Background: an optimization exercise with open tools, aiming at small area and a short achievable clock period. Do not read the settings as production practice. RTL that was checked went through simulation tests only; none was proved equivalent to the original. The RTL of runs 2 to 4 was laid out without a check of its function. No activity file was given, so power comes from the tool's default toggle rates.

===== flow/config.mk =====
export PLATFORM = sky130hd
export DESIGN_NAME = alu16_top
export DESIGN_NICKNAME = alu16_top
export VERILOG_FILES = /design/flow/design.v
export SDC_FILE = /design/flow/constraint.sdc
export NUM_CORES = 4
export LEC_CHECK = 0
export CAP_MARGIN = 0
export CORE_MARGIN = 2
export CORE_UTILIZATION = 55
export CTS_BUF_LIST = sky130_fd_sc_hd__clkbuf_4 sky130_fd_sc_hd__clkbuf_8
export SETUP_SLACK_MARGIN = 2.85
export SLEW_MARGIN = 0
export DONT_USE_CELLS += sky130_fd_sc_hd__ha_1 sky130_fd_sc_hd__ha_2 sky130_fd_sc_hd__ha_4
export BUFFER_PORTS_ARGS = -buffer_cell sky130_fd_sc_hd__buf_1

===== flow/constraint.sdc =====
create_clock -name core_clock -period 6.5 [get_ports {clk}]
set_input_delay 1.3000 -clock core_clock [delete_from_list [all_inputs] [get_ports {clk}]]
set_output_delay 1.3000 -clock core_clock [all_outputs]
set_load 0.01 [all_outputs]

===== flow/design.v =====
module fa1 (input a, input b, input ci, output s, output co);
  assign s = a ^ b ^ ci;
  assign co = (a & b) | (a & ci) | (b & ci);
endmodule
module ha1 (input a, input b, output s, output co);
  assign s = a ^ b;
  assign co = a & b;
endmodule
module adder16_7 (
    input [15:0] x,
    input [15:0] y,
    output [15:0] sum
  );
  wire [15:0] p = x ^ y;
  wire [15:0] g[0:4];
  wire [15:0] q[0:4];
  assign g[0] = x & y;
  assign q[0] = p;
  genvar l, i;
  generate for (l = 0; l < 4; l = l + 1) begin : g_lvl
    for (i = 0; i < 16; i = i + 1) begin : g_bit
      if ((i >> l) & 1) begin : g_op
        localparam integer J = ((i >> l) << l) - 1;
        assign g[l + 1][i] = g[l][i] | (q[l][i] & g[l][J]);
        assign q[l + 1][i] = q[l][i] & q[l][J];
      end else begin : g_pass
        assign g[l + 1][i] = g[l][i];
        assign q[l + 1][i] = q[l][i];
      end
    end
  end endgenerate
  assign sum = p ^ {g[4][14:0], 1'b0};
endmodule
module boolean16_9 (
    input [5:0] alufn,
    input [15:0] a,
    input [15:0] b,
    output [15:0] out
  );
  wire arith = alufn[5:4] == 2'b00;
  wire add   = arith & (alufn[1:0] == 2'b00);
  wire sub   = (arith & alufn[0]) | (alufn[5:4] == 2'b11);
  wire bl    = alufn[5:4] == 2'b01;
  wire f_and = bl & (alufn[3:0] == 4'h8);
  wire f_or  = bl & (alufn[3:0] == 4'he);
  wire f_xor = bl & (alufn[3:0] == 4'h6);
  wire f_a   = bl & (alufn[3:0] == 4'ha);
  wire t11 = add | f_and | f_or | f_a;
  wire t01 = add | f_or | f_xor;
  wire t10 = sub | f_or | f_xor | f_a;
  wire t00 = sub;
  genvar i;
  generate for (i = 0; i < 16; i = i + 1) begin : g_bit
    assign out[i] = a[i] ? (b[i] ? t11 : t10) : (b[i] ? t01 : t00);
  end endgenerate
endmodule
module compare16_10 (
    input force1,
    input ltd,
    input d15,
    output out
  );
  assign out = force1 | (ltd & d15);
endmodule
module shifter16_8 (
    input [4:0] s,
    output [15:0] fill
  );
  assign fill = s[4] ? 16'hffff : ~(16'hffff << s[3:0]);
endmodule
module bpp (input one, input two, input neg, input m1, input m0, output p);
  assign p = ((one & m1) | (two & m0)) ^ neg;
endmodule
module bppi (input one, input two, input neg, input m1, input m0, input inj, output p);
  assign p = ((one & m1) | (two & m0) | inj) ^ neg;
endmodule
module benc (input b2, input b1, input b0, input mul, input f1, input f2,
             output one, output two, output neg);
  assign one = (mul & (b1 ^ b0)) | f1;
  assign two = (mul & ((b2 & ~b1 & ~b0) | (~b2 & b1 & b0))) | f2;
  assign neg = mul & b2;
endmodule
module alu_3 (
    input  [5:0]  alufn,
    input  [15:0] a,
    input  [15:0] b,
    output [55:0] cs
  );
  wire [1:0] grp = alufn[5:4];
  wire arith = grp == 2'b00;
  wire mul   = arith & (alufn[1:0] == 2'b10);
  wire addl  = (arith & ~alufn[1]) | (grp == 2'b11);  
  wire subl  = (arith & alufn[0]) | (grp == 2'b11);   
  wire shen  = (grp == 2'b10) & ~(alufn[1] & ~alufn[0]);
  wire rsh   = (grp == 2'b10) & alufn[0];             
  wire sra   = rsh & alufn[1];
  wire [15:0] m;
  genvar gi;
  generate for (gi = 0; gi < 16; gi = gi + 1) begin : g_m
    assign m[gi] = rsh ? a[15 - gi] : a[gi];
  end endgenerate
  wire [15:0] opnd;
  boolean16_9 bu (.alufn(alufn), .a(a), .b(b), .out(opnd));
  wire [15:0] fillm;
  shifter16_8 sh (.s(b[4:0]), .fill(fillm));
  wire [15:0] yv = opnd | ({16{sra & a[15]}} & fillm);
  wire [16:0] bx = {b, 1'b0};
  wire [7:0] one, two, neg;
  generate for (gi = 0; gi < 8; gi = gi + 1) begin : g_booth
    wire hit = shen & ~b[4] & (b[3:1] == gi);
    benc u_enc (.b2(bx[2*gi+2]), .b1(bx[2*gi+1]), .b0(bx[2*gi]), .mul(mul),
                .f1((hit & ~b[0]) | ((gi == 0) & addl)), .f2(hit & b[0]),
                .one(one[gi]), .two(two[gi]), .neg(neg[gi]));
  end endgenerate
  wire [16:0] mx = {m, 1'b0};
  wire [15:0] pp0;
  generate for (gi = 0; gi < 16; gi = gi + 1) begin : g_pp0
    bpp u_pp (.one(one[0]), .two(two[0]), .neg(neg[0]), .m1(mx[gi + 1]), .m0(mx[gi]), .p(pp0[gi]));
  end endgenerate
  wire [13:0] pp1;
  generate for (gi = 0; gi < 14; gi = gi + 1) begin : g_pp1
    bppi u_pp (.one(one[1]), .two(two[1]), .neg(neg[1]), .m1(mx[gi + 1]), .m0(mx[gi]), .inj(yv[gi + 2]), .p(pp1[gi]));
  end endgenerate
  wire [11:0] pp2;
  generate for (gi = 0; gi < 12; gi = gi + 1) begin : g_pp2
    bpp u_pp (.one(one[2]), .two(two[2]), .neg(neg[2]), .m1(mx[gi + 1]), .m0(mx[gi]), .p(pp2[gi]));
  end endgenerate
  wire [9:0] pp3;
  generate for (gi = 0; gi < 10; gi = gi + 1) begin : g_pp3
    bpp u_pp (.one(one[3]), .two(two[3]), .neg(neg[3]), .m1(mx[gi + 1]), .m0(mx[gi]), .p(pp3[gi]));
  end endgenerate
  wire [7:0] pp4;
  generate for (gi = 0; gi < 8; gi = gi + 1) begin : g_pp4
    bpp u_pp (.one(one[4]), .two(two[4]), .neg(neg[4]), .m1(mx[gi + 1]), .m0(mx[gi]), .p(pp4[gi]));
  end endgenerate
  wire [5:0] pp5;
  generate for (gi = 0; gi < 6; gi = gi + 1) begin : g_pp5
    bpp u_pp (.one(one[5]), .two(two[5]), .neg(neg[5]), .m1(mx[gi + 1]), .m0(mx[gi]), .p(pp5[gi]));
  end endgenerate
  wire [3:0] pp6;
  generate for (gi = 0; gi < 4; gi = gi + 1) begin : g_pp6
    bpp u_pp (.one(one[6]), .two(two[6]), .neg(neg[6]), .m1(mx[gi + 1]), .m0(mx[gi]), .p(pp6[gi]));
  end endgenerate
  wire [1:0] pp7;
  generate for (gi = 0; gi < 2; gi = gi + 1) begin : g_pp7
    bpp u_pp (.one(one[7]), .two(two[7]), .neg(neg[7]), .m1(mx[gi + 1]), .m0(mx[gi]), .p(pp7[gi]));
  end endgenerate
  wire e0 = neg[0] | yv[0];
  wire cin = subl;
  wire s1, c2;
  fa1 u_s1 (.a(e0), .b(cin), .ci(pp0[0]), .s(s1), .co(c2));
  wire s3, c4;
  fa1 u_s3 (.a(neg[1]), .b(pp0[2]), .ci(pp1[0]), .s(s3), .co(c4));
  wire s5, c6;
  fa1 u_s5 (.a(neg[2]), .b(pp0[4]), .ci(pp1[2]), .s(s5), .co(c6));
  wire s7, c8;
  fa1 u_s7 (.a(pp0[5]), .b(pp1[3]), .ci(pp2[1]), .s(s7), .co(c8));
  wire s9, c10;
  fa1 u_s9 (.a(neg[3]), .b(pp0[6]), .ci(pp1[4]), .s(s9), .co(c10));
  wire s11, c12;
  fa1 u_s11 (.a(pp0[7]), .b(pp1[5]), .ci(pp2[3]), .s(s11), .co(c12));
  wire s13, c14;
  fa1 u_s13 (.a(neg[4]), .b(pp0[8]), .ci(pp1[6]), .s(s13), .co(c14));
  wire s15, c16;
  fa1 u_s15 (.a(pp2[4]), .b(pp3[2]), .ci(pp4[0]), .s(s15), .co(c16));
  wire s17, c18;
  fa1 u_s17 (.a(pp0[9]), .b(pp1[7]), .ci(pp2[5]), .s(s17), .co(c18));
  wire s19, c20;
  fa1 u_s19 (.a(neg[5]), .b(pp0[10]), .ci(pp1[8]), .s(s19), .co(c20));
  wire s21, c22;
  fa1 u_s21 (.a(pp2[6]), .b(pp3[4]), .ci(pp4[2]), .s(s21), .co(c22));
  wire s23, c24;
  fa1 u_s23 (.a(pp0[11]), .b(pp1[9]), .ci(pp2[7]), .s(s23), .co(c24));
  wire s25, c26;
  fa1 u_s25 (.a(pp3[5]), .b(pp4[3]), .ci(pp5[1]), .s(s25), .co(c26));
  wire s27, c28;
  fa1 u_s27 (.a(neg[6]), .b(pp0[12]), .ci(pp1[10]), .s(s27), .co(c28));
  wire s29, c30;
  fa1 u_s29 (.a(pp2[8]), .b(pp3[6]), .ci(pp4[4]), .s(s29), .co(c30));
  wire s31, c32;
  fa1 u_s31 (.a(pp0[13]), .b(pp1[11]), .ci(pp2[9]), .s(s31), .co(c32));
  wire s33, c34;
  fa1 u_s33 (.a(pp3[7]), .b(pp4[5]), .ci(pp5[3]), .s(s33), .co(c34));
  wire s35, c36;
  fa1 u_s35 (.a(neg[7]), .b(pp0[14]), .ci(pp1[12]), .s(s35), .co(c36));
  wire s37, c38;
  fa1 u_s37 (.a(pp2[10]), .b(pp3[8]), .ci(pp4[6]), .s(s37), .co(c38));
  wire s39, c40;
  fa1 u_s39 (.a(pp5[4]), .b(pp6[2]), .ci(pp7[0]), .s(s39), .co(c40));
  wire p41 = pp0[15] ^ pp1[13];
  wire p42 = pp2[11] ^ pp3[9];
  wire p43 = pp4[7] ^ pp5[5];
  wire p44 = pp6[3] ^ pp7[1];
  wire p45 = p41 ^ p42;
  wire p46 = p43 ^ p44;
  assign cs = {p46, p45, c40, c38, c36, s39, s37, s35, c34, c32, pp6[1], s33, s31, c30, c28, pp6[0], pp5[2], s29, s27, c26, c24, s25, s23, c22, c20, pp5[0], s21, s19, c18, pp4[1], pp3[3], s17, c16, c14, s15, s13, c12, pp3[1], s11, c10, pp3[0], pp2[2], s9, c8, s7, c6, pp2[0], s5, pp1[1], pp0[3], c4, s3, pp0[1], yv[1], c2, s1};
endmodule
module alu16_top (
    input clk,
    input [5:0] alufn,
    input [15:0] a,
    input [15:0] b,
    output reg [15:0] y
  );
  wire [55:0] cs;
  alu_3 alu (.alufn(alufn), .a(a), .b(b), .cs(cs));
  wire [1:0] grp = alufn[5:4];
  reg [55:0] cs_q;
  reg sel_sum_q, sel_rev_q, force_q, ltd_q;
  always @(posedge clk) begin
    cs_q <= cs;
    sel_sum_q <= ~grp[1] | (~grp[0] & ~alufn[0]);    
    sel_rev_q <= (grp == 2'b10) & alufn[0];           
    force_q <= (grp == 2'b11) & ((alufn[1] & (a == b)) | (alufn[2] & a[15] & ~b[15]));
    ltd_q <= (grp == 2'b11) & alufn[2] & ~(a[15] ^ b[15]);
  end
  wire s47, c48;
  ha1 u_s47 (.a(cs_q[22]), .b(cs_q[23]), .s(s47), .co(c48));
  wire s49, c50;
  ha1 u_s49 (.a(cs_q[27]), .b(cs_q[28]), .s(s49), .co(c50));
  wire s51, c52;
  ha1 u_s51 (.a(cs_q[31]), .b(cs_q[32]), .s(s51), .co(c52));
  wire s53, c54;
  fa1 u_s53 (.a(cs_q[35]), .b(cs_q[36]), .ci(cs_q[37]), .s(s53), .co(c54));
  wire s55, c56;
  ha1 u_s55 (.a(cs_q[38]), .b(cs_q[39]), .s(s55), .co(c56));
  wire s57, c58;
  fa1 u_s57 (.a(cs_q[41]), .b(cs_q[42]), .ci(cs_q[43]), .s(s57), .co(c58));
  wire s59, c60;
  ha1 u_s59 (.a(cs_q[44]), .b(cs_q[45]), .s(s59), .co(c60));
  wire s61, c62;
  fa1 u_s61 (.a(cs_q[46]), .b(cs_q[47]), .ci(cs_q[48]), .s(s61), .co(c62));
  wire s63, c64;
  ha1 u_s63 (.a(cs_q[49]), .b(cs_q[50]), .s(s63), .co(c64));
  wire s65, c66;
  ha1 u_s65 (.a(cs_q[12]), .b(cs_q[13]), .s(s65), .co(c66));
  wire s67, c68;
  ha1 u_s67 (.a(cs_q[16]), .b(cs_q[17]), .s(s67), .co(c68));
  wire s69, c70;
  ha1 u_s69 (.a(cs_q[19]), .b(cs_q[20]), .s(s69), .co(c70));
  wire s71, c72;
  fa1 u_s71 (.a(cs_q[24]), .b(cs_q[25]), .ci(cs_q[26]), .s(s71), .co(c72));
  wire s73, c74;
  fa1 u_s73 (.a(cs_q[29]), .b(cs_q[30]), .ci(c48), .s(s73), .co(c74));
  wire s75, c76;
  fa1 u_s75 (.a(cs_q[33]), .b(cs_q[34]), .ci(c50), .s(s75), .co(c76));
  wire s77, c78;
  fa1 u_s77 (.a(cs_q[40]), .b(c52), .ci(s55), .s(s77), .co(c78));
  wire s79, c80;
  fa1 u_s79 (.a(c56), .b(s59), .ci(c54), .s(s79), .co(c80));
  wire s81, c82;
  fa1 u_s81 (.a(c60), .b(s63), .ci(c58), .s(s81), .co(c82));
  wire s83, c84;
  ha1 u_s83 (.a(cs_q[1]), .b(cs_q[2]), .s(s83), .co(c84));
  wire s85, c86;
  ha1 u_s85 (.a(cs_q[5]), .b(cs_q[6]), .s(s85), .co(c86));
  wire s87, c88;
  ha1 u_s87 (.a(cs_q[8]), .b(cs_q[9]), .s(s87), .co(c88));
  wire s89, c90;
  ha1 u_s89 (.a(cs_q[10]), .b(cs_q[11]), .s(s89), .co(c90));
  wire s91, c92;
  fa1 u_s91 (.a(cs_q[14]), .b(cs_q[15]), .ci(s65), .s(s91), .co(c92));
  wire s93, c94;
  fa1 u_s93 (.a(cs_q[18]), .b(c66), .ci(s67), .s(s93), .co(c94));
  wire s95, c96;
  fa1 u_s95 (.a(cs_q[21]), .b(c68), .ci(s69), .s(s95), .co(c96));
  wire s97, c98;
  fa1 u_s97 (.a(s47), .b(c70), .ci(s71), .s(s97), .co(c98));
  wire s99, c100;
  fa1 u_s99 (.a(s49), .b(c72), .ci(s73), .s(s99), .co(c100));
  wire s101, c102;
  fa1 u_s101 (.a(s51), .b(c74), .ci(s75), .s(s101), .co(c102));
  wire s103, c104;
  fa1 u_s103 (.a(s53), .b(c76), .ci(s77), .s(s103), .co(c104));
  wire s105, c106;
  fa1 u_s105 (.a(s57), .b(c78), .ci(s79), .s(s105), .co(c106));
  wire s107, c108;
  fa1 u_s107 (.a(s61), .b(c80), .ci(s81), .s(s107), .co(c108));
  wire p109 = cs_q[51] ^ cs_q[52];
  wire p110 = cs_q[53] ^ cs_q[54];
  wire p111 = cs_q[55] ^ p109;
  wire p112 = p110 ^ c64;
  wire p113 = p111 ^ c62;
  wire p114 = p112 ^ p113;
  wire p115 = p114 ^ c82;
  wire p116 = p115 ^ c108;
  wire [15:0] sx = {p116, c106, c104, c102, c100, c98, c96, c94, c92, c90, c88, c86, cs_q[7], cs_q[4], cs_q[3], cs_q[0]};
  wire [15:0] sy = {1'b0, s107, s105, s103, s101, s99, s97, s95, s93, s91, s89, s87, s85, c84, s83, 1'b0};
  wire [15:0] sum;
  adder16_7 add (.x(sx), .y(sy), .sum(sum));
  wire cmp;
  compare16_10 comp (.force1(force_q), .ltd(ltd_q), .d15(sum[15]), .out(cmp));
  wire [15:0] rv;
  assign rv[15] = cs_q[0];
  assign rv[14] = cs_q[1] | cs_q[2] | cs_q[3];
  assign rv[13] = cs_q[4];
  assign rv[12] = cs_q[5] | cs_q[6] | cs_q[7];
  assign rv[11] = cs_q[8] | cs_q[9];
  assign rv[10] = cs_q[10] | cs_q[11];
  assign rv[9] = cs_q[12] | cs_q[13] | cs_q[14] | cs_q[15];
  assign rv[8] = cs_q[16] | cs_q[17] | cs_q[18];
  assign rv[7] = cs_q[19] | cs_q[20] | cs_q[21];
  assign rv[6] = cs_q[22] | cs_q[23] | cs_q[24] | cs_q[25] | cs_q[26];
  assign rv[5] = cs_q[27] | cs_q[28] | cs_q[29] | cs_q[30];
  assign rv[4] = cs_q[31] | cs_q[32] | cs_q[33] | cs_q[34];
  assign rv[3] = cs_q[35] | cs_q[36] | cs_q[37] | cs_q[38] | cs_q[39] | cs_q[40];
  assign rv[2] = cs_q[41] | cs_q[42] | cs_q[43] | cs_q[44] | cs_q[45];
  assign rv[1] = cs_q[46] | cs_q[47] | cs_q[48] | cs_q[49] | cs_q[50];
  assign rv[0] = cs_q[51] | cs_q[52] | cs_q[53] | cs_q[54] | cs_q[55];
  wire [15:0] res = ({16{sel_sum_q}} & sum) | ({16{sel_rev_q}} & rv) |
                    {15'd0, cmp};
  always @(posedge clk) begin
    y <= res;
  end
endmodule

===== flow/flow/run.sh =====
#!/bin/bash
# Standard layout (the standard.sh) with two changes to its settings:
# half-adder cells are kept out of synthesis (abc maps half adders to plain
# gates), and the port buffers are the smallest buffer cell.  The tools'
# output goes to standard.log here.
set -e
cat >> "$FLOW_CONFIG" <<'EOC'
export DONT_USE_CELLS += sky130_fd_sc_hd__ha_1 sky130_fd_sc_hd__ha_2 sky130_fd_sc_hd__ha_4
export BUFFER_PORTS_ARGS = -buffer_cell sky130_fd_sc_hd__buf_1
EOC
bash standard.sh > standard.log 2>&1

===== flow/standard.sh =====
#!/bin/bash
# synth_recipe.tcl (not shown) runs the flow's synth.tcl, then flattens the netlist and writes it again
# the make line also repeats each setting of config.mk as NAME=value (left out here)
make -C /OpenROAD-flow-scripts/flow DESIGN_CONFIG=/design/flow/config.mk WORK_HOME=/design/flow/orfs CLKGATE_MAP_FILE= SYNTH_SCRIPT=/design/flow/synth_recipe.tcl "${@:-finish}"

==> results of run 1 <==
==> final timing paths <==
kind	startpoint	to	slack, ns	cells past startpoint
setup / recovery	alufn[4]	cs_q[24]	2.98	9
hold / removal	cs_q[34]	y[4]	0.49	2
setup reg to reg	cs_q[26]	y[15]	3.04	10
hold reg to reg	cs_q[34]	y[4]	0.49	2
==> worst register-to-register path: stages, from the launching register on <==
cell      delay, ns
dfxtp_1        0.33
fa_1           0.55
fa_1           0.50
maj3_2         0.34
maj3_2         0.31
maj3_2         0.35
o21a_4         0.15
a22oi_4        0.21
nor4b_1        0.09
a211oi_1       0.33
a41oi_1        0.16
==> registers in the layout, indices dropped and copies added (netlist names) <==
| signal | flops |
|---|---|
| cs_q | 56 |
| ltd_q | 1 |
| y | 16 |
| force_q | 1 |
| sel_sum_q | 1 |
| sel_rev_q | 1 |
==> area by class of cell <==
class | instances | area, um^2 | share of cell area, %
clock buffers | 9 | 124 | 1.74
clock inverters | 7 | 98.8 | 1.38
inverters | 39 | 150 | 2.10
multi-input cells | 584 | 4670 | 65.4
flip-flops and latches | 76 | 1520 | 21.3
well taps | 143 | 179 | 2.51
repair buffers | 75 | 398 | 5.57
==> through the flow <==
step / worst slack (ns) / instance area, um^2 / cells
floorplan: 2.84 / 6420 / 754
global placement: 1.85 / 6640 / 903
detailed placement: 1.70 / 6640 / 903
CTS: 2.83 / 7060 / 928
global route: 2.85 / 7140 / 933
finish: 2.98 / 7140 / 933
==> power breakdown <==
part / switching [mW] / internal, mW / leakage, nW
Clock: 0.183 / 0.218 / 0.110
Combinational: 0.380 / 0.277 / 1.95
Sequential: 0.0488 / 0.547 / 0.628
==> cell usage after synthesis (5+ instances only) <==
library cell  number  area (um^2)
nor3_1             7         35.0
o21a_1             5         37.5
clkbuf_1          44          165
nor2_1            42          158
xnor2_1           97          850
o31ai_1            5         37.5
a21oi_1           37          185
o21ai_0           46          230
inv_1             37          139
nand3_1            6         30.0
o22ai_1           62          388
mux2i_1           18          180
buf_2              7         35.0
o221ai_1           9         78.8
and2_1             6         37.5
a31oi_1            9         56.3
nand2_1           57          214
a32oi_1            7         61.3
or4_1              5         37.5
fa_1              40          801
nor2b_1            6         37.5
a211oi_1           6         45.0
dfxtp_1           76         1520
xor2_1            38          333
a22oi_1            8         60.1
==> logic make-up (layout without fill, tap and decap cells) <==
kind of cell | Yosys count | after routing
adder cells (fa/ha/maj) | 44 | 44
AND/OR/NAND/NOR | 161 | 161
multiplexers | 18 | 18
buffers and inverters | 94 | 130
XOR/XNOR | 137 | 137
flip-flops | 76 | 76
AO/OA/AOI/OAI | 224 | 224
==> cell usage in the layout (no fill, tap or decap), types with 5 or more instances in the layout <==
cell type	Yosys	routed
nor3_1	7	7
and2_1	6	6
a31oi_1	9	9
a21oi_1	37	36
mux2i_1	18	11
o22ai_1	62	62
o21a_1	5	5
nor2_1	42	41
inv_1	37	36
xnor2_1	97	97
a211oi_1	6	6
or4_1	5	5
buf_1	2	46
buf_4	2	19
xor2_1	38	38
clkbuf_8	0	9
nand3_1	6	5
nand2_1	57	57
nor2b_1	6	5
o21ai_0	46	46
o31ai_1	5	5
o221ai_1	9	9
clkbuf_2	0	5
mux2i_4	0	6
fa_1	40	40
dfxtp_1	76	76
==> metal layers <==
layer	global-route usage (%)	share of wire [%]	routed length (um)	vias up
li1	-	-	-	2714
met1	38.4	43	7870	2744
met2	52.4	48	8790	217
met3	4.16	5.5	1000	37
met4	12.4	3.4	631	0
met5	0	0	0	-
==> timing repair <==
action | 4_1_cts | 5_1_grt
pin swaps | 2 | 0
resized for setup | 23 | 16
setup buffers | 9 | 5
endpoints found under the setup margin | 45 | 37
gates cloned | 0 | 0
==> reports/results.ini, run 1 <==
[synthesis]
synth_cell_types = 68
synthCells = 754
synth-adder-area-share_pct = 13.2
syn_avg_cell_area_um2 = 8.51
ys_ff_latch = 76
synth_top_family_by_area = compound AO/OA/AOI/OAI gates
yosysSeqAreaShare_pct = 23.7
yosys_warnings = 2
syn_area_mm2 = 0.00642
yosys.area_share.xor_xnor_pct = 18.9
synth-edff-count = 0
synth.area.mux_share_pct = 2.81
synth_compound_area_share_pct = 23.0
async_reset_ff_share_pct = 0
yosys.area_share.simple_pct = 12.6
synth_nets = 833
synth_ff_type = dfxtp_1

[die]
design.portCount = 55
core_mm2 = 0.0114
die_y_um = 112
die_area_mm2 = 0.0125
start_util_pct = 56.2
die_x_um = 112
num_rows = 39

[clock_tree]
clkSinkCount = 76
ctsLongestPathBuffers = 2
cts_buffers = 9
cts_hold_buffers = 0
cts_root_buf = clkbuf_8
htreeDepth = 3
path_clk_slew_ns = 0.08
clk-insertion-delay-late_ns = 0.36
tritoncts = yes

[timing]
hold_viol = 0
setup_violations = 0
fin_skew_ns = 0.0104
period_minus_slack_ns = 3.52
fmax_mhz = 284
fin_tns_setup_ns = 0
worst_pin_slew_ns = 0.853
slew_violations = 0
relSlewSlack_pct = 41.5
rsz0062_at_grt = false
timing.hold.ws_ns = 0.491
min_period_over_period_pct = 54.2

[global_routing]
grt_max_degree = 23
overflow = 0
grtUsageTotal_pct = 30.3
grt_pass1_wl_um = 29900
antenna_found_initial = 1
grt_pass1_vias = 5730

[place]
gp_congestion = 0.976
io_buffers = 54
post-dp-hpwl_um = 13800

[setup_path]
path_buf_inv = 3
worstPathRequired_ns = 6.74
endpoint_kind = register
crit_path_max_fanout = 13
cp-start-kind = input port
critPathTopFamily = buffers and inverters
worstPathArrival_ns = 3.76
crit_path_top_delay_cell = mux2i_2
crit_type = in -> reg
slowest_delay_ns = 0.50
cp_cell_sequence = buf_2 -> and2b_1 -> nand2_4 -> clkinvlp_4 -> buf_12 -> mux2i_2 -> o221ai_1 -> xnor2_1 -> fa_1

[power]
powerDensity_mw_per_mm2 = 232
p_total_mw = 1.65
p_leak_nw = 2.69
vdd_drop_max_mv = 0.185

[routing]
ant_nets = 0
drt-pass1-iter-count = 5
routed_wl_um = 18300
wl_per_cell_um = 19.6
vias = 5712
drc = 0
avgViaCountPerCell = 6.12
drt_iter0_drc = 339

[job]
drv_cap = 0

[worst_hold_path]
min_path_type = reg -> reg

[layout]
fill_cells = 1042
fin_util_pct = 62.5
drive_gt1_share_pct = 11.3
areaGrowthSynthToFinish_pct = 11.3
nNetsFinal = 864
n_antenna_cell = 0

[status]
status = finished clean

==> run 2, diff against run 1 <==
--- a/flow/design.v
+++ b/flow/design.v
@@ -293,18 +293,6 @@
   wire [15:0] rv;
-  assign rv[15] = cs_q[0];
-  assign rv[14] = cs_q[1] | cs_q[2] | cs_q[3];
-  assign rv[13] = cs_q[4];
-  assign rv[12] = cs_q[5] | cs_q[6] | cs_q[7];
-  assign rv[11] = cs_q[8] | cs_q[9];
-  assign rv[10] = cs_q[10] | cs_q[11];
-  assign rv[9] = cs_q[12] | cs_q[13] | cs_q[14] | cs_q[15];
-  assign rv[8] = cs_q[16] | cs_q[17] | cs_q[18];
-  assign rv[7] = cs_q[19] | cs_q[20] | cs_q[21];
-  assign rv[6] = cs_q[22] | cs_q[23] | cs_q[24] | cs_q[25] | cs_q[26];
-  assign rv[5] = cs_q[27] | cs_q[28] | cs_q[29] | cs_q[30];
-  assign rv[4] = cs_q[31] | cs_q[32] | cs_q[33] | cs_q[34];
-  assign rv[3] = cs_q[35] | cs_q[36] | cs_q[37] | cs_q[38] | cs_q[39] | cs_q[40];
-  assign rv[2] = cs_q[41] | cs_q[42] | cs_q[43] | cs_q[44] | cs_q[45];
-  assign rv[1] = cs_q[46] | cs_q[47] | cs_q[48] | cs_q[49] | cs_q[50];
-  assign rv[0] = cs_q[51] | cs_q[52] | cs_q[53] | cs_q[54] | cs_q[55];
+  genvar ri;
+  generate for (ri = 0; ri < 16; ri = ri + 1) begin : g_rev
+    assign rv[ri] = sum[15 - ri];
+  end endgenerate
   wire [15:0] res = ({16{sel_sum_q}} & sum) | ({16{sel_rev_q}} & rv) |
--- a/flow/config.mk
+++ b/flow/config.mk
@@ -11,3 +11,3 @@
 export CTS_BUF_LIST = sky130_fd_sc_hd__clkbuf_4 sky130_fd_sc_hd__clkbuf_8
-export SETUP_SLACK_MARGIN = 2.85
+export SETUP_SLACK_MARGIN = 3.0
 export SLEW_MARGIN = 0
==> run 2 against run 1 <==
Cell count is 1.6% higher. Critical path depth stayed put. Utilization is 2.8 points higher.
==> reports/results.ini, run 2 <==
[layout]
multiInputGateArea_mm2 = 0.00500  ; +7.2%
top_register = cs_q
nNetsFinal = 879  ; +1.7%
top_regs = cs_q (56), y (16)
fin_util_pct = 65.3  ; +2.8 points
n_antenna_cell = 0  ; unchanged
mostFrequentLayoutCells = xnor2_1 (111), dfxtp_1 (76), nand2_1 (60)
fill_cells = 1011  ; -3.0%
drive_gt1_share_pct = 16.0  ; +4.8 points
layout.area.seq_mm2 = 0.00152  ; unchanged
areaGrowthSynthToFinish_pct = 14.9
final_common_cell = xnor2_1
largest_register_ffs = 56  ; unchanged

[timing]
min_period_over_period_pct = 53.7  ; -0.49 points
setup_violations = 0  ; unchanged
fin_tns_setup_ns = 0  ; unchanged
relSlewSlack_pct = 52.0  ; +10 points
slew_violations = 0  ; unchanged
rsz0062_at_grt = true
period_minus_slack_ns = 3.49  ; -0.0319 ns
hold_viol = 0  ; unchanged
worst_pin_slew_ns = 0.719  ; -0.134 ns
fmax_mhz = 287  ; +0.91%
fin_skew_ns = 0.0133  ; +0.00287 ns

[synthesis]
yosys.area.top_type = dfxtp_1
syn_avg_cell_area_um2 = 8.68  ; +2.0%
synth_ff_type = dfxtp_1
yosys_warnings = 2  ; unchanged
synth_area_leaders = dfxtp_1 (23%), xnor2_1 (15%), fa_1 (12%)
synthCells = 754  ; unchanged
yosys.cell_count.top_type = xnor2_1
async_reset_ff_share_pct = 0  ; unchanged
synth_top_cells_by_count = xnor2_1 (112), dfxtp_1 (76), nand2_1 (63), o22ai_1 (49), nor2_1 (48)
syn_area_mm2 = 0.00655  ; +2.0%
yosysSeqAreaShare_pct = 23.2  ; -0.47 points
synth-edff-count = 0  ; unchanged
synth_cell_types = 73  ; +7.4%
ys_ff_latch = 76  ; unchanged
synth_nets = 833  ; unchanged
yosys.area.top_type_share_pct = 23.2  ; -0.47 points

[clock_tree]
cts_buffers = 9  ; unchanged
htreeDepth = 3  ; unchanged
clkSinkCount = 76  ; unchanged
cts_root_buf = clkbuf_8
ctsLongestPathBuffers = 2  ; unchanged
clk-insertion-delay-late_ns = 0.36  ; about the same
tritoncts = yes
path_clk_slew_ns = 0.08  ; about the same

[setup_path]
endpoint_kind = register
r2r_setup_slack_ns = 3.16  ; +0.12 ns
cp-start-kind = input port
worstPathArrival_ns = 3.73  ; -0.03 ns
worstPathRequired_ns = 6.74  ; about the same
crit_path_max_fanout = 14  ; +1
rr_startpoint = cs_q[37]
r2r_end = y[0]
rr_worst_depth = 12  ; +2
crit_type = in -> reg

[worst_hold_path]
hold_start = force_q
min_to = y[0]
min_path_type = reg -> reg
holdPathStages = 1  ; -1

[routing]
drc = 0  ; unchanged
ant_nets = 0  ; unchanged
vias = 6024  ; +5.5%
avgViaCountPerCell = 6.35  ; +3.8%
routed_wl_um = 20500  ; +12%
drt-pass1-iter-count = 18  ; +13
drt_iter0_drc = 705  ; +110%
wl_per_cell_um = 21.6  ; +10%

[global_routing]
antenna_found_initial = 0  ; -1
grt_max_degree = 22  ; -4.3%
grtUsageTotal_pct = 32.4  ; +2.1 points
grt_pass1_vias = 5719  ; -0.19%
overflow = 0  ; unchanged
grt_pass1_wl_um = 31900  ; +6.6%

[die]
die_y_um = 113  ; +0.97%
core_mm2 = 0.0115  ; +0.85%
die_area_mm2 = 0.0128  ; +1.9%
die_x_um = 113  ; +0.97%
design.portCount = 55  ; unchanged
start_util_pct = 56.8  ; +0.65 points
num_rows = 39  ; unchanged

[power]
vdd_drop_max_mv = 0.127  ; -31%
p_leak_nw = 2.82  ; +4.9%
powerDensity_mw_per_mm2 = 228  ; -1.7%

[place]
gp_congestion = 1.04  ; +6.1%
post-dp-hpwl_um = 14900  ; +7.6%
io_buffers = 54  ; unchanged

[job]
drv_cap = 0  ; unchanged

[status]
status = finished clean

==> run 2: per-layer routing <==
metal,part of all wire [%],vias to the layer above,track usage [%]
li1,-,2742,-
met1,40,2895,42.4
met2,47,332,53.5
met3,8.6,55,5.95
met4,3.7,0,12.5
met5,0,-,0
==> run 2: report_power, final <==
group | switching (mW) | internal, mW | leakage [nW]
clock network | 0.178 | 0.205 | 0.107
logic | 0.433 | 0.308 | 2.08
registers | 0.0387 | 0.549 | 0.628
==> run 2: area by class of cell <==
type / instances / share of cell area (%)
Tap cell: 143 / 2.38
Sequential cell: 76 / 20.2
Clock buffer: 12 / 2.11
Inverter: 44 / 2.34
Clock inverter: 4 / 0.732
Multi-Input combinational cell: 588 / 66.5
Timing Repair Buffer: 81 / 5.69
==> run 2: kinds of logic after synthesis <==
family,Yosys count,share of synthesized area (%)
fa+ha+maj,44,12.8
compound gates,200,21.4
buf+inv,92,5.43
mux,25,4.80
flops,76,23.2
xor+xnor,141,18.9
simple gates,176,13.4
==> run 2: what timing repair did <==
action,in CTS,in global routing
cloned,1,1
endpoints found under the setup margin,54,23
gates resized for setup,43,27
hold endpoints to repair,0,0
hold buffers,0,0
pin swaps,7,11
setup buffers,8,12
==> run 2: how the worst max path moves through the flow <==
| stage | start | endpoint | slack (ns) | depth (start not counted) |
|---|---|---|---|---|
| final | alufn[4] | cs_q[43] | 3.01 | 9 |
| after floorplan | alufn[5] | cs_q[33] | 2.95 | 9 |
| after detailed placement | alufn[5] | cs_q[20] | 1.50 | 10 |
| after CTS | b[2] | cs_q[20] | 2.97 | 9 |
| after global placement | alufn[5] | cs_q[20] | 1.68 | 10 |
| after global routing | alufn[2] | cs_q[13] | 2.97 | 10 |
==> run 2: through the flow <==
| stage | hold slack (ns) | cell area [um^2] | power (mW) | cells | setup WS [ns] |
|---|---|---|---|---|---|
| CTS | 0.441 | 7310 | 1.70 | 935 | 2.97 |
| global route | 0.455 | 7520 | 1.81 | 948 | 2.97 |
| detailed placement | 0.422 | 6830 | 1.30 | 910 | 1.50 |
| global placement | 0.410 | 6830 | 1.28 | 910 | 1.68 |
| finish | 0.438 | 7520 | 1.71 | 948 | 3.01 |
| floorplan | 0.400 | 6590 | 1.10 | 754 | 2.95 |
==> run 2: worst max-delay path, cell delays in order <==
cell and delay [ns]:
clkbuf_4 0.19, nand2b_4 0.19, or4_4 0.54, o21ai_4 0.24
a31oi_2 0.25, o22ai_1 0.24, nor2_1 0.07, xor2_1 0.23
fa_1 0.46
==> run 3, diff against run 2 <==
--- a/flow/design.v
+++ b/flow/design.v
@@ -202,3 +202,3 @@
     input [15:0] b,
-    output reg [15:0] y
+    output [15:0] y
   );
@@ -291,3 +291,12 @@
   wire cmp;
-  compare16_10 comp (.force1(force_q), .ltd(ltd_q), .d15(sum[15]), .out(cmp));
+  reg [15:0] sum_q;
+  reg sel_sum_qq, sel_rev_qq, force_qq, ltd_qq;
+  always @(posedge clk) begin
+    sum_q <= sum;
+    sel_sum_qq <= sel_sum_q;
+    sel_rev_qq <= sel_rev_q;
+    force_qq <= force_q;
+    ltd_qq <= ltd_q;
+  end
+  compare16_10 comp (.force1(force_qq), .ltd(ltd_qq), .d15(sum_q[15]), .out(cmp));
   wire [15:0] rv;
@@ -295,9 +304,6 @@
   generate for (ri = 0; ri < 16; ri = ri + 1) begin : g_rev
-    assign rv[ri] = sum[15 - ri];
+    assign rv[ri] = sum_q[15 - ri];
   end endgenerate
-  wire [15:0] res = ({16{sel_sum_q}} & sum) | ({16{sel_rev_q}} & rv) |
-                    {15'd0, cmp};
-  always @(posedge clk) begin
-    y <= res;
-  end
+  assign y = ({16{sel_sum_qq}} & sum_q) | ({16{sel_rev_qq}} & rv) |
+             {15'd0, cmp};
 endmodule
--- a/flow/config.mk
+++ b/flow/config.mk
@@ -11,3 +11,3 @@
 export CTS_BUF_LIST = sky130_fd_sc_hd__clkbuf_4 sky130_fd_sc_hd__clkbuf_8
-export SETUP_SLACK_MARGIN = 3.0
+export SETUP_SLACK_MARGIN = 3.1
 export SLEW_MARGIN = 0
==> run 3 against run 2 <==
Still clean. Design area decreased by 0.15%. Worst setup slack improved by 0.10 ns. First-iteration DRC count down 21%. Area after synthesis rose by 0.96%. Die area increased by 0.92%. Critical endpoint is now cs_q[33]. Largest power group unchanged.
==> reports/results.ini, run 3 <==
[status]
status = finished clean

[timing]
worst_slack_ns = 3.11  ; +0.103 ns
setup_violations = 0  ; unchanged
rsz0062_at_grt = true
worst_pin_slew_ns = 0.706  ; -0.0128 ns
fmax_mhz = 295  ; +3.0%
min_period_over_period_pct = 52.1  ; -1.6 points
period_minus_slack_ns = 3.39  ; -0.103 ns
fin_skew_ns = 0.00901  ; -0.00424 ns
relSlewSlack_pct = 52.9  ; +0.97 points
hold_viol = 0  ; unchanged
slew_violations = 0  ; unchanged
fin_tns_setup_ns = 0  ; unchanged

[synthesis]
syn_area_mm2 = 0.00661  ; +0.96%
yosys_warnings = 2  ; unchanged
ys_ff_latch = 80  ; +5.3%
syn_avg_cell_area_um2 = 8.82  ; +1.6%
synth_area_leaders = dfxtp_1 (24%), xnor2_1 (13%), fa_1 (12%)
async_reset_ff_share_pct = 0  ; unchanged
synth_cell_types = 75  ; +2.7%
synth-edff-count = 0  ; unchanged
yosys.area.top_type = dfxtp_1
yosys.area.top_type_share_pct = 24.2  ; +0.99 points
synth_top_cells_by_count = xnor2_1 (95), dfxtp_1 (80), nand2_1 (61), o22ai_1 (52), xor2_1 (43)
synthCells = 749  ; -0.66%
synth_nets = 828  ; -0.60%
synth_ff_type = dfxtp_1
yosys.cell_count.top_type = xnor2_1
yosysSeqAreaShare_pct = 24.2  ; +0.99 points

[die]
design.portCount = 55  ; unchanged
die_area_mm2 = 0.0129  ; +0.92%
num_rows = 40  ; +2.6%
start_util_pct = 55.7  ; -1.1 points
die_y_um = 114  ; +0.46%
core_mm2 = 0.0119  ; +3.0%
die_x_um = 114  ; +0.46%

[clock_tree]
tritoncts = yes
ctsLongestPathBuffers = 2  ; unchanged
clkSinkCount = 80  ; +5.3%
cts_root_buf = clkbuf_8
clk-insertion-delay-late_ns = 0.36  ; about the same
cts_hold_buffers = 0  ; unchanged
cts_buffers = 9  ; unchanged
path_clk_slew_ns = 0.08  ; about the same
htreeDepth = 3  ; unchanged

[setup_path]
cp-start-kind = input port
crit_type = in -> reg
endpoint_kind = register
worstPathRequired_ns = 6.74  ; about the same
worstPathArrival_ns = 3.62  ; -0.11 ns
r2r_setup_slack_ns = 3.27  ; +0.11 ns
crit_path_max_fanout = 27  ; +13

[routing]
drc = 0  ; unchanged
drt-pass1-iter-count = 5  ; -13
vias = 5718  ; -5.1%
ant_nets = 0  ; unchanged
drt_iter0_drc = 558  ; -21%
routed_wl_um = 19500  ; -4.9%
wl_per_cell_um = 20.6  ; -4.4%
avgViaCountPerCell = 6.06  ; -4.6%

[place]
gp_congestion = 1.00  ; -3.0%
post-place-ws_ns = 1.82  ; +0.320 ns
io_buffers = 54  ; unchanged
post-dp-hpwl_um = 14800  ; -0.92%

[global_routing]
overflow = 0  ; unchanged
grtUsageTotal_pct = 30.9  ; -1.5 points
grt_pass1_wl_um = 30200  ; -5.4%
grt_max_degree = 28  ; +27%
antenna_found_initial = 0  ; unchanged
grt_pass1_vias = 5429  ; -5.1%

[layout]
largest_register_ffs = 56  ; unchanged
fin_util_pct = 63.3  ; -2.0 points
n_antenna_cell = 0  ; unchanged
top_register = cs_q
areaGrowthSynthToFinish_pct = 13.7
drive_gt1_share_pct = 14.9  ; -1.1 points
mostFrequentLayoutCells = xnor2_1 (94), dfxtp_1 (78), nand2_1 (59)
top_regs = cs_q (56), sum_q (16)
final_common_cell = xnor2_1
nNetsFinal = 870  ; -1.0%

[power]
vdd_drop_max_mv = 0.106  ; -17%
p_leak_nw = 2.80  ; -0.58%
powerDensity_mw_per_mm2 = 232  ; +1.9%

[job]
drv_cap = 0  ; unchanged

[worst_hold_path]
min_path_type = reg -> reg

==> run 3: changes by cell type in the layout (fill, tap and decap cells not counted), sizes merged, moves of 4 or more <==
cell / delta
nor2: -8
a31o: -4
buf: -6
a211oi: -5
and2: -6
nor2b: +7
nand2b: +10
dfxtp: +4
xnor2: -17
xor2: +14
==> run 3: cell type report <==
| type | count | area [um^2] |
|---|---|---|
| sequential | 80 | 1600 |
| inverter | 46 | 193 |
| fill | 1031 | 4350 |
| clock inverter | 6 | 75.1 |
| clock buffer | 10 | 138 |
| tap | 147 | 184 |
| multi-input combinational | 577 | 4910 |
| timing repair buffer | 77 | 413 |
==> run 3: final timing paths <==
path              startpoint         to  depth (start not counted)
hold / removal         ltd_q     ltd_qq                          0
hold reg to reg        ltd_q     ltd_qq                          0
setup / recovery    alufn[5]   cs_q[33]                         11
setup reg to reg    cs_q[23]  sum_q[15]                         11
==> run 3: worst max-delay path, stage by stage <==
cell,delay [ns]
clkbuf_4,0.19
nor2b_4,0.17
nand2_4,0.16
inv_16,0.11
and3_1,0.25
nand2_2,0.17
o22ai_1,0.10
a21oi_1,0.26
o221ai_1,0.20
xnor2_1,0.25
fa_1,0.45
==> run 3: cells by family (layout without fill, tap and decap cells) <==
kind of cell             after synthesis  in the layout  synth area share, %
buffers and inverters                 93            139                 5.89
adder cells (fa/ha/maj)               45             45                 12.9
multiplexers                          28             28                 5.28
AO/OA/AOI/OAI                        193            194                 19.9
XOR/XNOR                             139            139                 18.6
flip-flops                            80             80                 24.2
AND/OR/NAND/NOR                      171            171                 13.1
==> run 3: timing repair <==
item | 4_1_cts | 5_1_grt
setup endpoints to repair | 49 | 25
gates resized for setup | 45 | 26
cloned | 0 | 1
setup buffers | 7 | 13
pin swaps | 2 | 8
==> run 3: metal layers <==
| layer | up-vias | share of wire (%) | global-route usage (%) |
|---|---|---|---|
| li1 | 2695 | - | - |
| met1 | 2707 | 42 | 40.3 |
| met2 | 262 | 47 | 49.8 |
| met3 | 54 | 6.6 | 5.79 |
| met4 | 0 | 4.5 | 14.7 |
| met5 | - | 0 | 0 |
==> run 3: stage by stage <==
stage	hold WS [ns]	power, mW	instance area [um^2]	instances
final	0.332	1.74	7510	943
after detailed placement	0.313	1.31	6820	906
after floorplan	0.310	1.12	6640	749
after CTS	0.333	1.73	7290	929
after global routing	0.342	1.86	7510	943
after global placement	0.314	1.29	6820	906
==> run 3: power breakdown <==
part | switching, mW | leakage (nW) | internal (mW)
logic | 0.419 | 2.04 | 0.309
registers | 0.0482 | 0.662 | 0.579
clock network | 0.194 | 0.105 | 0.193
total | 0.662 | 2.80 | 1.08
==> run 4, diff against run 3 <==
--- a/flow/config.mk
+++ b/flow/config.mk
@@ -11,3 +11,3 @@
 export CTS_BUF_LIST = sky130_fd_sc_hd__clkbuf_4 sky130_fd_sc_hd__clkbuf_8
-export SETUP_SLACK_MARGIN = 3.1
+export SETUP_SLACK_MARGIN = 2.85
 export SLEW_MARGIN = 0
==> run 4 against run 3 <==
Still clean. First-iteration DRC count decreased by 5.6%. Flip-flop and latch count unchanged. Design area is 3.6% lower. Combinational power is 6.3% lower. Power down 3.4%. Via count is 0.63% lower. Clock power fell by 4%. Synthesized cell count is the same. Global-route usage is 0.51 points lower. Critical path depth fell by 2. Largest power group unchanged. Critical endpoint is now cs_q[50]. Clock skew is 0.0011 ns higher.
==> reports/results.ini, run 4 <==
[timing]
relSlewSlack_pct = 41.0  ; -12 points
fmax_mhz = 275  ; -6.7%
fin_tns_setup_ns = 0  ; unchanged
period_minus_slack_ns = 3.63  ; +0.245 ns
min_period_over_period_pct = 55.9  ; +3.8 points
hold_viol = 0  ; unchanged
worst_pin_slew_ns = 0.876  ; +0.170 ns
fin_skew_ns = 0.0101  ; +0.00109 ns
slew_violations = 0  ; unchanged
setup_violations = 0  ; unchanged
rsz0062_at_grt = false

[layout]
final_common_cell = xnor2_1
nNetsFinal = 853  ; -2.0%
layout.area.seq_mm2 = 0.00160  ; -0.16%
n_antenna_cell = 0  ; unchanged
fin_cells = 926  ; -1.8%
areaGrowthSynthToFinish_pct = 9.58
multiInputGateArea_mm2 = 0.00480  ; -2.1%
top_regs = cs_q (56), sum_q (16)
fill_cells = 1079  ; +4.7%
mostFrequentLayoutCells = xnor2_1 (95), dfxtp_1 (80), nand2_1 (59)
top_register = cs_q
drive_gt1_share_pct = 11.2  ; -3.8 points
largest_register_ffs = 56  ; unchanged

[global_routing]
antenna_found_initial = 0  ; unchanged
grtUsageTotal_pct = 30.4  ; -0.51 points
overflow = 0  ; unchanged
grt_pass1_vias = 5460  ; +0.57%
grt_max_degree = 28  ; unchanged
grt_pass1_wl_um = 30000  ; -0.57%

[routing]
drt_iter0_drc = 527  ; -5.6%
avgViaCountPerCell = 6.14  ; +1.2%
routed_wl_um = 19400  ; -0.29%
wl_per_cell_um = 20.9  ; +1.5%
drt-pass1-iter-count = 5  ; unchanged
drc = 0  ; unchanged
ant_nets = 0  ; unchanged
vias = 5682  ; -0.63%

[synthesis]
yosys.cell_count.top_type = xnor2_1
synth_ff_type = dfxtp_1
yosys.area.top_type_share_pct = 24.2  ; unchanged
yosysSeqAreaShare_pct = 24.2  ; unchanged
synth_nets = 828  ; unchanged
syn_avg_cell_area_um2 = 8.82  ; unchanged
synth_top_cells_by_count = xnor2_1 (95), dfxtp_1 (80), nand2_1 (61), o22ai_1 (52), xor2_1 (43)
yosys.area.top_type = dfxtp_1
ys_ff_latch = 80  ; unchanged
synth_area_leaders = dfxtp_1 (24%), xnor2_1 (13%), fa_1 (12%)
synth_cell_types = 75  ; unchanged
yosys_warnings = 2  ; unchanged
synth-edff-count = 0  ; unchanged
syn_area_mm2 = 0.00661  ; unchanged
async_reset_ff_share_pct = 0  ; unchanged
synthCells = 749  ; unchanged

[die]
die_y_um = 114  ; unchanged
die_x_um = 114  ; unchanged
num_rows = 40  ; unchanged
die_area_mm2 = 0.0129  ; unchanged
design.portCount = 55  ; unchanged
core_mm2 = 0.0119  ; unchanged
start_util_pct = 55.7  ; unchanged

[setup_path]
cp-start-kind = input port
worstPathRequired_ns = 6.75  ; about the same
worstPathArrival_ns = 3.88  ; +0.26 ns
r2r_setup_slack_ns = 3.05  ; -0.22 ns
r2r_end = sum_q[15]
endpoint_kind = register
crit_type = in -> reg
crit_path_max_fanout = 14  ; -48%
rr_startpoint = cs_q[37]
rr_worst_depth = 12  ; +1

[power]
powerDensity_mw_per_mm2 = 232  ; +0.20%
clock_power_share_pct = 22.1  ; about the same
internal-power_mw = 1.05  ; -2.6%
p_leak_nw = 2.69  ; -4.0%
combPwrFrac_pct = 40.5  ; -1.3 points
vdd_drop_max_mv = 0.0997  ; -5.9%
switchingPower_mw = 0.631  ; -4.7%
p_seq_share_pct = 37.4  ; +1.4 points
p_sw_share_pct = 37.5  ; -0.50 points

[clock_tree]
cts_root_buf = clkbuf_8
clkSinkCount = 80  ; unchanged
cts_hold_buffers = 0  ; unchanged
tritoncts = yes
path_clk_slew_ns = 0.08  ; about the same
clk-insertion-delay-late_ns = 0.36  ; about the same
cts_buffers = 9  ; unchanged
ctsLongestPathBuffers = 2  ; unchanged
htreeDepth = 3  ; unchanged

[worst_hold_path]
holdPathStages = 0  ; unchanged
hold_start = cs_q[0]
min_to = sum_q[0]
min_path_type = reg -> reg

[place]
post-dp-hpwl_um = 14800  ; +0.31%
placed_cells = 907  ; +0.11%
io_buffers = 54  ; unchanged
gp_congestion = 1.00  ; -0.17%

[job]
drv_cap = 0  ; unchanged

[status]
status = finished clean

==> run 4: what timing repair did <==
action                     4_1_cts  5_1_grt
resized for setup               25       18
pin swaps                        0        1
buffers inserted                 0        2
setup endpoints to repair       47       30
gates cloned                     0        1
==> run 4: layout make-up <==
| type | count | area share, % |
|---|---|---|
| multi-input cells | 576 | 66.3 |
| flip-flops and latches | 80 | 22.1 |
| repair buffers | 60 | 3.54 |
| inverters | 46 | 2.56 |
| well taps | 147 | 2.54 |
| clock buffers | 11 | 2.00 |
| clock inverters | 5 | 0.777 |
| repair inverters | 1 | 0.121 |
==> run 4: worst max path at each step <==
stage / startpoint / to / slack [ns] / cells past startpoint
floorplan: alufn[0] / cs_q[17] / 2.98 / 10
global placement: alufn[5] / cs_q[11] / 1.89 / 9
detailed placement: alufn[5] / cs_q[11] / 1.74 / 9
CTS: alufn[1] / cs_q[37] / 2.85 / 9
global route: alufn[5] / cs_q[50] / 2.86 / 9
finish: alufn[5] / cs_q[50] / 2.87 / 9
==> run 4: per-stage QoR <==
stage / util (%) / hold WS [ns] / setup WS (ns) / cell area, um^2 / power (mW)
2_1_floorplan: - / 0.310 / 2.98 / 6610 / 1.12
3_3_place_gp: 57.4 / 0.313 / 1.89 / 6810 / 1.28
3_5_place_dp: 57.4 / 0.312 / 1.74 / 6810 / 1.30
4_1_cts: 60.2 / 0.330 / 2.85 / 7140 / 1.68
5_1_grt: 61.1 / 0.337 / 2.86 / 7240 / 1.78
6_report: 61.1 / 0.329 / 2.87 / 7240 / 1.68
==> run 4: power groups by stage <==
stage | combinational [mW] | clock, mW | sequential, mW
4_1_cts | 0.670 | 0.377 | 0.631
3_3_place_gp | 0.640 | 0 | 0.638
3_5_place_dp | 0.660 | 0 | 0.643
6_report | 0.682 | 0.372 | 0.629
5_1_grt | 0.745 | 0.396 | 0.639
2_1_floorplan | 0.496 | 0 | 0.624
==> run 4: cells by family after synthesis <==
| group | share of synthesized area (%) |
|---|---|
| and+or+nand+nor | 13.1 |
| adders and majority gates | 12.9 |
| muxes | 5.28 |
| xor gates and xnor gates | 18.6 |
| AOI/OAI and AO/OA | 19.9 |
| buffers and inverters | 5.89 |
| DFF | 24.2 |
==> run 4: critical path: stages <==
cell and delay (ns):
buf_2 0.18, nor2b_2 0.23, nand2_4 0.20, clkinv_8 0.17, o21ai_0 0.73, nand2_1 0.17
xor2_1 0.19, o22ai_1 0.23, fa_1 0.45
==> run 4: per-layer routing <==
metal	track usage [%]	share of wire, %
met5	0	0
met3	4.57	6.8
met1	40.5	42
met4	11.2	2.9
met2	50.5	48

afterwards: timing with drivers on the ports:
The flow's constraints put no driver on any port. The routed layouts listed below were extracted and timed again, unchanged, in two steps. Step 1: set_driving_cell puts a clkbuf_16 on clk and a buf_2 on each other input, an assumption about the parent block. Step 2 adds t to the input delays and takes it off the output delays; t is the mean of the earliest and latest rising clock arrival at the registers after step 1. Input paths then give back, and output paths get back, about the clock's delay inside the block. Slacks: ideal / step 1 / step 2; pairs: ideal / step 1.
run | shift t [ns] | setup slack, ns | latest minus earliest clock arrival (ns) | worst slew at a driven data input, ns
run 1 | 0.387 | 2.979 / 2.992 / 2.606 | 0.011 / 0.011 | 0.03
run 2 | 0.393 | 3.011 / 3.019 / 2.627 | 0.013 / 0.013 | 0.04
run 3 | 0.402 | 3.114 / 3.133 / 2.731 | 0.014 / 0.014 | 0.04
run 4 | 0.393 | 2.869 / 2.888 / 2.495 | 0.011 / 0.011 | 0.03
After both steps setup and hold are still met in every run listed. The setup slack of run 2, which loses most, moves by +0.008 ns with the drivers and by -0.384 ns with both steps.
